What follows belongs to an exercise in optimizing a design on an open flow for small area; a production flow would make more cautious choices. Only simulation tests tie the RTL to the original design; equivalence was not proved.

--- design/flow/design.v ---
`timescale 1ns/1ps
module dot9(a, b, w);
	input  [71:0] a;
	input  [71:0] b;
	output [7:0]  w;
	reg [13:0] low;
	reg        hi;
	integer k, i, j;
	always @* begin
		low = 14'd0;
		hi  = 1'b0;
		for (k = 0; k < 9; k = k + 1)
			for (i = 0; i < 8; i = i + 1)
				for (j = 0; j < 8; j = j + 1)
					if (i + j < 8) low = low + ((a[8*k+i] & b[8*k+j]) << (i + j));
					else hi = hi | (a[8*k+i] & b[8*k+j]);
	end
	assign w = (hi | (|low[13:8])) ? 8'hff : low[7:0];
endmodule
module ai_accel
(
	rst_n,
	clk,
	addr,
	wr_en,
	accel_select,
	data_in,
	ctr,
	data_out
);
	input rst_n;
	input clk;
	input [31:0] addr;
	input wr_en;
	input accel_select;
	input [31:0] data_in;
	output [31:0] data_out;
	output [15:0] ctr;
	reg [31:0] data_out;
	reg go_bit;
	reg [1:0] st;           
	reg [31:0] data_A0, data_A1, data_A2;
	reg [31:0] data_B0, data_B1, data_B2, data_B3;
	reg [7:0] res1, res2, res3;
	wire [3:0] fld = addr[5:2];
	wire wr = wr_en & accel_select;
	wire go_bit_in = wr & (fld == 4'b1000);
	wire done_bit = st[1] & st[0];
	wire [1:0] counter = {st[1], st[0] & ~st[1]};
	assign ctr = {14'b0, counter};
	always @(posedge clk or negedge rst_n)
		if (~rst_n) begin
			go_bit <= 1'b0;
			st <= 2'd0;
			data_A0 <= 32'b0;
			data_A1 <= 32'b0;
			data_A2 <= 32'b0;
			data_B0 <= 32'b0;
			data_B1 <= 32'b0;
			data_B2 <= 32'b0;
			data_B3 <= 32'b0;
		end else begin
			go_bit <= go_bit_in;
			st <= go_bit_in ? 2'd0 : (done_bit ? st : st + 2'd1);
			if (wr & (fld == 4'b1010)) data_A0 <= data_in;
			if (wr & (fld == 4'b1011)) data_A1 <= data_in;
			if (wr & (fld == 4'b1100)) data_A2 <= data_in;
			if (wr & (fld == 4'b1101)) data_B0 <= data_in;
			if (wr & (fld == 4'b1110)) data_B1 <= data_in;
			if (wr & (fld == 4'b1111)) data_B2 <= data_in;
			if (wr & (fld == 4'b0000)) data_B3 <= data_in;
		end
	wire [31:0] br0 = st[1] ? data_B1 : data_B0;
	wire [31:0] br1 = st[1] ? data_B2 : data_B1;
	wire [31:0] br2 = st[1] ? data_B3 : data_B2;
	wire [23:0] b0 = st[0] ? br0[23:0] : br0[31:8];
	wire [23:0] b1 = st[0] ? br1[23:0] : br1[31:8];
	wire [23:0] b2 = st[0] ? br2[23:0] : br2[31:8];
	wire [7:0] r;
	dot9 eng(.a({data_A2[23:0], data_A1[23:0], data_A0[23:0]}), .b({b2, b1, b0}), .w(r));
	always @(posedge clk or negedge rst_n)
		if (~rst_n) begin
			res1 <= 8'd0;
			res2 <= 8'd0;
			res3 <= 8'd0;
		end else begin
			if (st == 2'd0) res1 <= r;
		if (st == 2'd1) res2 <= r;
		if (st == 2'd2) res3 <= r;
	end
	wire [9:0] sum = res1 + res2 + res3 + r;
	wire [7:0] avg = sum[9:2];
	wire [8:0] d1 = {1'b0, res1} - {1'b0, avg};
	wire [8:0] d2 = {1'b0, res2} - {1'b0, avg};
	wire [8:0] d3 = {1'b0, res3} - {1'b0, avg};
	wire [8:0] d4 = {1'b0, r} - {1'b0, avg};
	wire [7:0] m1 = d1[8] ? -d1[7:0] : d1[7:0];
	wire [7:0] m2 = d2[8] ? -d2[7:0] : d2[7:0];
	wire [7:0] m3 = d3[8] ? -d3[7:0] : d3[7:0];
	wire [7:0] m4 = d4[8] ? -d4[7:0] : d4[7:0];
	wire [31:0] data_C = {d1[8] ? 8'd0 : d1[7:0], d2[8] ? 8'd0 : d2[7:0],
	                      d3[8] ? 8'd0 : d3[7:0], d4[8] ? 8'd0 : d4[7:0]};
	wire [15:0] q1 = m1 * m1;
	wire [15:0] q2 = m2 * m2;
	wire [15:0] q3 = m3 * m3;
	wire [15:0] q4 = m4 * m4;
	wire [31:0] data_C2 = {16'b0, q1[15:2]} + {16'b0, q2[15:2]} + {16'b0, q3[15:2]} + {16'b0, q4[15:2]};
	always @* begin
		case (fld)
		4'b1000: data_out = {done_bit, 30'b0, go_bit};
		4'b1001: data_out = {30'b0, counter};
		4'b1010: data_out = data_A0;
		4'b1011: data_out = data_A1;
		4'b1100: data_out = data_A2;
		4'b1101: data_out = data_B0;
		4'b1110: data_out = data_B1;
		4'b1111: data_out = data_B2;
		4'b0000: data_out = data_B3;
		4'b0001: data_out = data_C;
		4'b0010: data_out = data_C2;
		default: data_out = 32'b0;
		endcase
	end
endmodule
--- design/flow/run.sh ---
#!/bin/bash
# synth_recipe.tcl (not shown) runs the flow's synth.tcl, then flattens the netlist and writes it again
# the make line also repeats each setting of config.mk as NAME=value (left out here)
make -C /OpenROAD-flow-scripts/flow DESIGN_CONFIG=/design/flow/config.mk WORK_HOME=/design/flow/orfs CLKGATE_MAP_FILE= SYNTH_SCRIPT=/design/flow/synth_recipe.tcl finish
--- design/flow/config.mk ---
export PLATFORM = sky130hd
export DESIGN_NAME = ai_accel
export DESIGN_NICKNAME = ai_accel
export VERILOG_FILES = /design/flow/design.v
export SDC_FILE = /design/flow/constraint.sdc
export NUM_CORES = 4
export LEC_CHECK = 0
export CAP_MARGIN = 20
export CORE_MARGIN = 2
export CORE_UTILIZATION = 45
export PLACE_DENSITY = 0.6
export SETUP_SLACK_MARGIN = 1.5
export SLEW_MARGIN = 20
--- design/flow/constraint.sdc ---
create_clock -name core_clock -period 32.0 [get_ports {clk}]
set_input_delay 6.4000 -clock core_clock [delete_from_list [all_inputs] [get_ports {clk}]]
set_output_delay 6.4000 -clock core_clock [all_outputs]
set_load 0.01 [all_outputs]
==> results.txt <==
-- state kept, by name, summed over array words and instances, names as in the netlist --
register  flops
data_A0      32
data_A1      32
data_A2      32
data_B0      32
data_B1      32
data_B2      32
data_B3      32
go_bit        1
res1          8
res2          8
res3          8
st            2
-- cell type report --
type                    instances  area (sq um)
inverters                     578          2170
flip-flops and latches        251          6289
diodes                          4         10.01
repair buffers                101         970.9
well taps                     959          1200
clock inverters                12         130.1
clock buffers                  37         783.3
multi-input cells            2311         24330
fillers                      6889         37200
-- cell usage after synthesis, types with 36 or more instances --
library cell,n
inv_1,576
fa_1,452
nand2_1,287
dfrtp_1,251
mux2_2,243
ha_1,222
nor2_1,115
and2_1,104
a21oi_1,93
xnor2_1,90
clkbuf_1,77
mux4_2,72
o21ai_0,71
xor2_1,43
a22oi_1,40
nor3_1,37
nand3_1,36
-- path summary, 6_finish.rpt --
kind | start | end | cells past startpoint
max | st[0]$_DFFE_PN0P_ | data_out[15] | 70
min | data_A1[28]$_DFFE_PN0P_ | data_A1[28]$_DFFE_PN0P_ | 1
max in group asynchronous | rst_n | data_B3[31]$_DFFE_PN0P_ | 2
min reg2reg | data_A1[28]$_DFFE_PN0P_ | data_A1[28]$_DFFE_PN0P_ | 1
min in group asynchronous | rst_n | res3[7]$_DFFE_PN0N_ | 1
max reg2reg | st[0]$_DFFE_PN0P_ | res1[0]$_DFFE_PN0N_ | 28
-- logic make-up after synthesis --
| kind of cell | count (synthesis) | share of synthesized area, % |
|---|---|---|
| muxes | 324 | 13.39 |
| buffers and inverters | 710 | 8.304 |
| and+or+nand+nor | 714 | 10.33 |
| other | 1 | 0.01129 |
| xor gates and xnor gates | 144 | 4.044 |
| adders and majority gates | 680 | 35.78 |
| AOI/OAI and AO/OA | 435 | 9.234 |
| DFF | 251 | 18.90 |
-- what timing repair did --
action	4_1_cts	5_1_grt
hold endpoints to repair	0	0
hold buffers	0	0
endpoints found under the setup margin	0	7
gates resized for setup	0	4
setup buffers	0	2
-- through the flow --
stage	std cells	instance area [sq um]	hold slack, ns
after detailed placement	4198	34890	0.4972
final	4253	35890	0.5074
after floorplan	3272	33270	0.4805
after global placement	4198	34890	0.4893
after CTS	4247	35800	0.5107
after global routing	4249	35880	0.5202
-- cells in the final DEF (no fill, tap or decap), drive strengths merged, types with 32 or more instances in the layout --
master and instances:
a21oi 94, a22oi 40, and2 104, clkbuf 37, clkdlybuf4s50 72, dfrtp 251
fa 452, ha 222, inv 580, mux2 244, mux4 72, nand2 287
nand2b 33, nand3 36, nor2 115, nor3 37, o21ai 76, or2 32
xnor2 98, xor2 46
-- critical path: cells and delay by family, from the launching register on --
kind                     cells  cell delay (ns)
XOR/XNOR                     4             2.08
buffers and inverters       18             2.34
flip-flops                   1             0.77
AND/OR/NAND/NOR              9             2.41
multiplexers                 2             0.86
adder cells (fa/ha/maj)     23            10.73
AO/OA/AOI/OAI               14             3.16
-- routing by layer --
layer | vias up | global-route usage [%] | routed length (microns)
met1 | 12970 | 44.87 | 49540
met5 | - | 0.9398 | 96
met4 | 2 | 13.13 | 5696
met2 | 1281 | 44.31 | 48340
met3 | 250 | 6.951 | 11980
li1 | 10870 | - | -
==> results_dict.tcl <==
set metrics [dict create \
    fmax_mhz 34.05 \
    vias 25370 \
    io_buffers 73 \
    synth-edff-count 0 \
    min_period_ns 29.37 \
    cap_violations 0 \
    synth_cell_types 82 \
    drc 0 \
    grt_pass1_wl_mm 170.7 \
    grt_pass1_vias 25540 \
    die-area_sq_um 76020 \
    hold_viol 0 \
    chipWidth_microns 275.7 \
    ant_nets 0 \
    slew_viol_final 0 \
    antenna_found_initial 7 \
    reg2reg_slack_ns 21.08 \
    cts.sinks 251 \
    gp_congestion 1.048 \
    clkTransAtPathRegs_ns 0.06 \
    drive_gt1_share_pct 14.13 \
    grt_usage_pct 30.91 \
    clkLatencyLatePin_ns 0.56 \
    crit_type "reg -> out" \
    syn_inst 3259 \
    outcome "timing/DRC/antenna clean" \
    yosysTopAreaCell "fa_1" \
    rows 99 \
    cpPeakStageDelay_ns 0.77 \
    required_ns 25.60 \
    async_flop_share_pct 100.0 \
    worstPathMaxFanout 26 \
    end_kind "output port" \
    yosys-top-cells-area "fa_1 27%, dfrtp_1 19%, ha_1 8.4%" \
    setup_tns_ns 0 \
    ys_ff_latch 251 \
    yosysWarnings 2 \
    cts_tree "yes" \
    io_pins 116 \
    synth_top_area_share_pct 27.23 \
    drt_wl_total_mm 115.7 \
    seq_area_frac_synth_pct 18.90 \
    dp_hpwl_mm 90.34 \
    cp-start-kind "flop" \
    timing.final.ws_setup_ns 2.631 \
    grt_start_max_net_pins 111 \
    syn_avg_cell_area_sq_um 10.20 \
    critical_path_arrival_ns 22.97 \
    cpMostUsedCell "fa_1" \
    worst_pin_slew_ns 1.131 \
    relSlewSlack_pct 23.79 \
    drt_iter0_markers 2504 \
    cts_buffers 27 \
    cts-root-buf "clkbuf_16" \
    avgRoutedWirePerCell_microns 27.19 \
    viasPerCell 5.965 \
    syn2layout_area_growth_pct 8.006 \
    finalCritPeriodShare_pct 91.78 \
    fin_util_pct 49.10 \
    fin_skew_ns 0.01928 \
    cts_max_level 1 \
    slowest_stage "dfrtp_4" \
    design.core.area_sq_um 73080 \
    grt_overflow 0 \
    setup_viol 0 \
    post-place-ws_ns 2.576 \
    min_path_type "reg -> reg" \
    final_nets 4012 \
    start_util_pct 45.46 \
    syn_area_sq_um 33230 \
    synthFlopType "dfrtp_1" \
    die_y_microns 275.7 \
    cts_buffer_depth 3 \
    first_pass_iters 17 \
    rsz0062_at_grt "false" \
]

afterwards: timing with drivers on the ports:
The flow's constraints put no driver on any port. The routed layout listed below was extracted and timed again, unchanged, in two steps. Step 1, drivers: a clkbuf_16 drives clk and a buf_2 each remaining input, both assumed. Step 2, shift: input delay + t, output delay - t, t = (earliest + latest rising clock arrival at the registers) / 2. This alone moves slack from input paths to output paths. a / b / c = no drivers / after step 1 / after step 2; a / b = the first two.
shift t [ns]: 0.613
setup WS [ns]: 2.631 / 2.572 / 3.185
latest minus earliest clock arrival (ns): 0.021 / 0.021
After both steps setup and hold are still met in this run. For this run, drivers alone change the setup slack by -0.059 ns; drivers and shift together by +0.554 ns.
